This design comes from an exercise in tuning for small area, a short achievable clock period and few clock cycles per item on the open sky130 flow, not from production work.
At most, simulation tests tie the RTL to the original design; equivalence was not proved.

==> job 460: inputs <==
## mult_top
module mult_top (
    input  logic        clock,
    input  logic        reset,
    input  logic        in_valid,
    input  logic [31:0] in_rs1,
    input  logic [31:0] in_rs2,
    input  logic [5:0]  in_dest,
    input  logic [3:0]  in_bm,
    input  logic [2:0]  in_func,
    output logic        fu_free,
    input  logic [3:0]  b_mm_resolve,
    input  logic        b_mm_mispred,
    input  logic        cdb_gnt,
    output logic        out_valid,
    output logic [31:0] out_result,
    output logic [5:0]  out_dest
);
    logic [242-1:0] t_in, t_q;
    logic                v_q, hi_q, kill;
    logic [3:0]          bm_q;
    mult_pre  u_pre  (.rs1(in_rs1), .rs2(in_rs2), .func(in_func[1:0]), .t(t_in));
    mult_post u_post (.r(t_q), .hi(hi_q), .res(out_result));
    assign kill      = b_mm_mispred & |(b_mm_resolve & bm_q);
    assign fu_free   = ~v_q | cdb_gnt;
    assign out_valid = v_q & ~kill;
    always_ff @(posedge clock) begin
        if (reset)        v_q <= 1'b0;
        else if (fu_free) v_q <= in_valid;
        else if (kill)    v_q <= 1'b0;
        if (fu_free) begin
            bm_q     <= in_bm;
            out_dest <= in_dest;
            hi_q     <= |in_func[1:0];
            t_q      <= t_in;
        end else begin
            bm_q     <= bm_q & ~b_mm_resolve;
        end
    end
endmodule
clock: 6.5 ns
lec_check: 0
cap_margin: 20
core_margin: 2
core_utilization: 65
place_density: 0.75
setup_slack_margin: 2.0
slew_margin: 20
synth_hierarchical: 1
synth_minimum_keep_size: 0
run.sh (not shown) runs the stock make flow with config.mk's settings and CLKGATE_MAP_FILE= SYNTH_SCRIPT=/design/flow/synth_recipe.tcl, a recipe that flattens the netlist after the stock synthesis.
==> job 699 (differences from job 460) <==
CORE_UTILIZATION = 55   (was 65)
CTS_BUF_LIST = sky130_fd_sc_hd__clkbuf_4 sky130_fd_sc_hd__clkbuf_8   (was default)
PLACE_DENSITY = 0.7   (was 0.75)
SETUP_SLACK_MARGIN = 1.2   (was 2.0)
==> flow_metrics.env <==
export IMPL_result_of_the_run="complete, no violations"
export IMPL_drt_initial_drc_count=3670
export IMPL_maxClockFrequency_mhz=182
export IMPL_die_width_um=252
export IMPL_dp_worst_slack_ns=0.837
export IMPL_slew_limit_headroom_pct=11.1
[end of results for job 699]
==> flow_metrics.env <==
export IMPL_dp_worst_slack_ns=0.918
export IMPL_die_width_um=232
export IMPL_maxClockFrequency_mhz=184
export IMPL_drt_initial_drc_count=4465
export IMPL_slew_limit_headroom_pct=16.8
export IMPL_result_of_the_run="complete, no violations"
[end of results for job 460]
Function was not checked in any run of this note: the RTL went through the layout flow alone.

* * *

==> inputs of fjord <==
mult_top, a different RTL version from the one above (not shown whole).
Design mult_top, start of the top module:
module mult_top (
    input  logic        clock,
    input  logic        reset,
    input  logic        in_valid,
    input  logic [31:0] in_rs1,
    input  logic [31:0] in_rs2,
    input  logic [5:0]  in_dest,
    input  logic [3:0]  in_bm,
    input  logic [2:0]  in_func,
    output logic        fu_free,
    input  logic [3:0]  b_mm_resolve,
    input  logic        b_mm_mispred,
    input  logic        cdb_gnt,
    output logic        out_valid,
    output logic [31:0] out_result,
    output logic [5:0]  out_dest
);
    logic [139-1:0] t_in, t_q;
    logic                v_q, hi_q, kill;
    logic [3:0]          bm_q;
    mult_pre  u_pre  (.rs1(in_rs1), .rs2(in_rs2), .func(in_func[1:0]), .t(t_in));
    mult_post u_post (.r(t_q), .hi(hi_q), .res(out_result));
    assign kill      = b_mm_mispred & |(b_mm_resolve & bm_q);
    assign fu_free   = ~v_q | cdb_gnt;
    assign out_valid = v_q & ~kill;
    always_ff @(posedge clock) begin
        if (reset)        v_q <= 1'b0;
        else if (fu_free) v_q <= in_valid;
        else if (kill)    v_q <= 1'b0;
        if (fu_free) begin
            bm_q     <= in_bm;
            out_dest <= in_dest;
            hi_q     <= |in_func[1:0];
            t_q      <= t_in;
        end else begin
            bm_q     <= bm_q & ~b_mm_resolve;
        end
    end
endmodule
Settings: LEC_CHECK=0, CAP_MARGIN=20, CORE_MARGIN=2, CORE_UTILIZATION=50, CTS_BUF_LIST=sky130_fd_sc_hd__clkbuf_4 sky130_fd_sc_hd__clkbuf_8, PLACE_DENSITY=0.65, SETUP_SLACK_MARGIN=1.5, SLEW_MARGIN=20, SYNTH_HIERARCHICAL=1, SYNTH_MINIMUM_KEEP_SIZE=0; clock period 6.5 ns.
standard.sh (not shown) runs the stock make flow with config.mk's settings and CLKGATE_MAP_FILE= SYNTH_SCRIPT=/design/flow/synth_recipe.tcl, a recipe that flattens the netlist after the stock synthesis.
==> flow/flow/run.sh <==
#!/bin/bash
# The standard layout (standard.sh) with two changes to how it is made:
# the input and output ports get plain buf_2 buffers (buffer_ports would
# otherwise pick a delay cell), and clock-tree synthesis inserts no dummy
# loads.  The full make output goes to standard.log in the work folder.
set -euo pipefail
export BUFFER_PORTS_ARGS="-buffer_cell sky130_fd_sc_hd__buf_2"
export CTS_ARGS="-sink_clustering_enable -repair_clock_nets -dont_use_dummy_load -buf_list {sky130_fd_sc_hd__clkbuf_4 sky130_fd_sc_hd__clkbuf_8}"
bash standard.sh > standard.log 2>&1
==> inputs of xenon, as changes to fjord <==
==> flow/run.sh (new file) <==
#!/bin/bash
# synth_recipe.tcl (not shown) runs the flow's synth.tcl, then flattens the netlist and writes it again
# the make line also repeats each setting of config.mk as NAME=value (left out here)
make -C /OpenROAD-flow-scripts/flow DESIGN_CONFIG=/design/flow/config.mk WORK_HOME=/design/flow/orfs CLKGATE_MAP_FILE= SYNTH_SCRIPT=/design/flow/synth_recipe.tcl finish
removed: flow/flow/run.sh
removed: flow/standard.sh
==> comparison table <==
Core utilization of the finished layout: xenon 61.6%; fjord 59.2%
Final cell area excluding filler cells: xenon 37300 sq um; fjord 35900 sq um
Fin Clk Skew: xenon 0.0132 ns; fjord 0.0370 ns
Filler Cells Inserted: xenon 5043; fjord 5128
End of the worst hold path: xenon bm_q[0]; fjord bm_q[1]
Slew of the pin with the lowest slew margin: xenon 0.969 ns; fjord 1.12 ns
Number of antenna repair diodes: xenon 1; fjord 2
Result of the run: xenon complete, no violations; fjord complete, no violations
Worst hold start: xenon bm_q[0]; fjord bm_q[1]
Instance area after placement: xenon 34700 sq um; fjord 33700 sq um
Number of instances resized during post-cts repair: xenon 292; fjord 119
CP Depth: xenon 13; fjord 14
Via count of the first global-routing pass: xenon 27497; fjord 27495
Hpwl dp: xenon 82900 um; fjord 82500 um
Setup slack on the worst flop-to-flop path: xenon 3.87 ns; fjord 4.39 ns
Testbench counts of fjord, summed over its fixed seeds: cycles 6,414, items 4,800.
Testbench counts of xenon, summed over its fixed seeds: cycles 6,414, items 4,800.

* * *

==> v8 <==
Another version of the RTL of mult_top (not shown whole).
export LEC_CHECK = 0
export CAP_MARGIN = 20
export CORE_MARGIN = 2
export CORE_UTILIZATION = 50
export CTS_BUF_LIST = sky130_fd_sc_hd__clkbuf_4 sky130_fd_sc_hd__clkbuf_8
export PLACE_DENSITY = 0.75
export SETUP_SLACK_MARGIN = 1.5
export SLEW_MARGIN = 20
export SYNTH_HIERARCHICAL = 1
export SYNTH_MINIMUM_KEEP_SIZE = 0
export TNS_END_PERCENT = 0
create_clock -name core_clock -period 6.5 [get_ports {clock}]
==> flow/flow/run.sh <==
#!/bin/bash
# The standard layout (standard.sh) with two changes to how it is made:
# the input and output ports get plain buf_2 buffers (buffer_ports would
# otherwise pick a delay cell), and clock-tree synthesis inserts no dummy
# loads.  The full make output goes to standard.log in the work folder.
set -euo pipefail
export BUFFER_PORTS_ARGS="-buffer_cell sky130_fd_sc_hd__buf_2"
export CTS_ARGS="-sink_clustering_enable -repair_clock_nets -dont_use_dummy_load -buf_list {sky130_fd_sc_hd__clkbuf_4 sky130_fd_sc_hd__clkbuf_8}"
bash standard.sh > standard.log 2>&1
==> inputs of v2, as changes to v8 <==
==> flow/flow/run.sh (replaced) <==
#!/bin/bash
# The standard layout (standard.sh) with two changes to how it is made:
# the input and output ports get plain buf_4 buffers (buffer_ports would
# otherwise pick a delay cell), and clock-tree synthesis inserts no dummy
# loads.  The full make output goes to standard.log in the work folder.
set -euo pipefail
export BUFFER_PORTS_ARGS="-buffer_cell sky130_fd_sc_hd__buf_4"
export CTS_ARGS="-sink_clustering_enable -repair_clock_nets -dont_use_dummy_load -buf_list {sky130_fd_sc_hd__clkbuf_4 sky130_fd_sc_hd__clkbuf_8}"
bash standard.sh > standard.log 2>&1
- PLACE_DENSITY: 0.75 -> 0.65
- TNS_END_PERCENT: 0 -> not set
==> impl_metrics.yaml <==
run_status:
  outcome: "complete, no violations"
sta:
  fin_crit_sh_pct: 79.48
  fmax_mhz: 193.6
worst_setup_path:
  required_ns: 6.68
  cp.arrival_ns: 5.35
  cp_cell_sequence: "buf_4 -> xor2_4 -> buf_4 -> a22o_1 -> xor2_1 -> fa_1 -> fa_1 -> fa_1 -> fa_1 -> fa_1"
placement:
  finalWeightedCongestion: 0.9848
  placed_cell_area_um2: 31110
drt:
  wl_met1_um: 38440
cts:
  cts_resized: 117
The numbers above come from v8.

==> impl_metrics.yaml <==
run_status:
  outcome: "complete, no violations"
cts:
  cts_resized: 108
  cts_tree: "done"
placement:
  placed_cell_area_um2: 31380
drt:
  wl_met1_um: 40580
sta:
  fmax_mhz: 198.3
  fin_crit_sh_pct: 77.57
worst_setup_path:
  cp_cell_sequence: "ha_4 -> fa_2 -> ha_4 -> nand2_4 -> nor2_4 -> nand2_2 -> nor2_2 -> nand2_1 -> o21ai_2 -> a21oi_2 -> xnor2_2 -> nor2_1 -> a21oi_2 -> buf_4"
  cp.arrival_ns: 3.74
  required_ns: 5.20
The numbers above come from v2.

Testbench counts of v8, summed over its fixed seeds: cycles 6,414, items 4,800.
Testbench counts of v2, summed over its fixed seeds: cycles 6,414, items 4,800.

-- what the ideal ports hide --
Ports are ideal in the flow. The routed layouts listed here were re-timed in OpenROAD.
Step 1 sets driving cells, clkbuf_16 on the clock port and buf_2 on the other inputs (assumed; they add their load-dependent delay and slew).
Step 2 also shifts input and output timing later by t, the mid clock arrival at the registers, as if the neighbouring blocks saw the same clock.
a / b / c = ideal / step 1 / step 2; a / b = the first two.
| run | t, ns | setup WS [ns] | pins driven straight from the clock port |
|---|---|---|---|
| job 460 | 0.675 | 1.051 / 0.996 / 1.299 | 1 |
| job 699 | 0.698 | 1.019 / 0.956 / 0.681 | 1 |
| fjord | 0.526 | 1.439 / 1.385 / 0.945 | 1 |
| xenon | 0.531 | 1.381 / 1.324 / 0.960 | 1 |
| v8 | 0.514 | 1.334 / 1.358 / 0.844 | 1 |
| v2 | 0.520 | 1.458 / 1.409 / 0.944 | 1 |
After both steps setup and hold are still met in every run listed. The setup slack of v2, which loses most, moves by -0.049 ns with the drivers and by -0.514 ns with both steps.
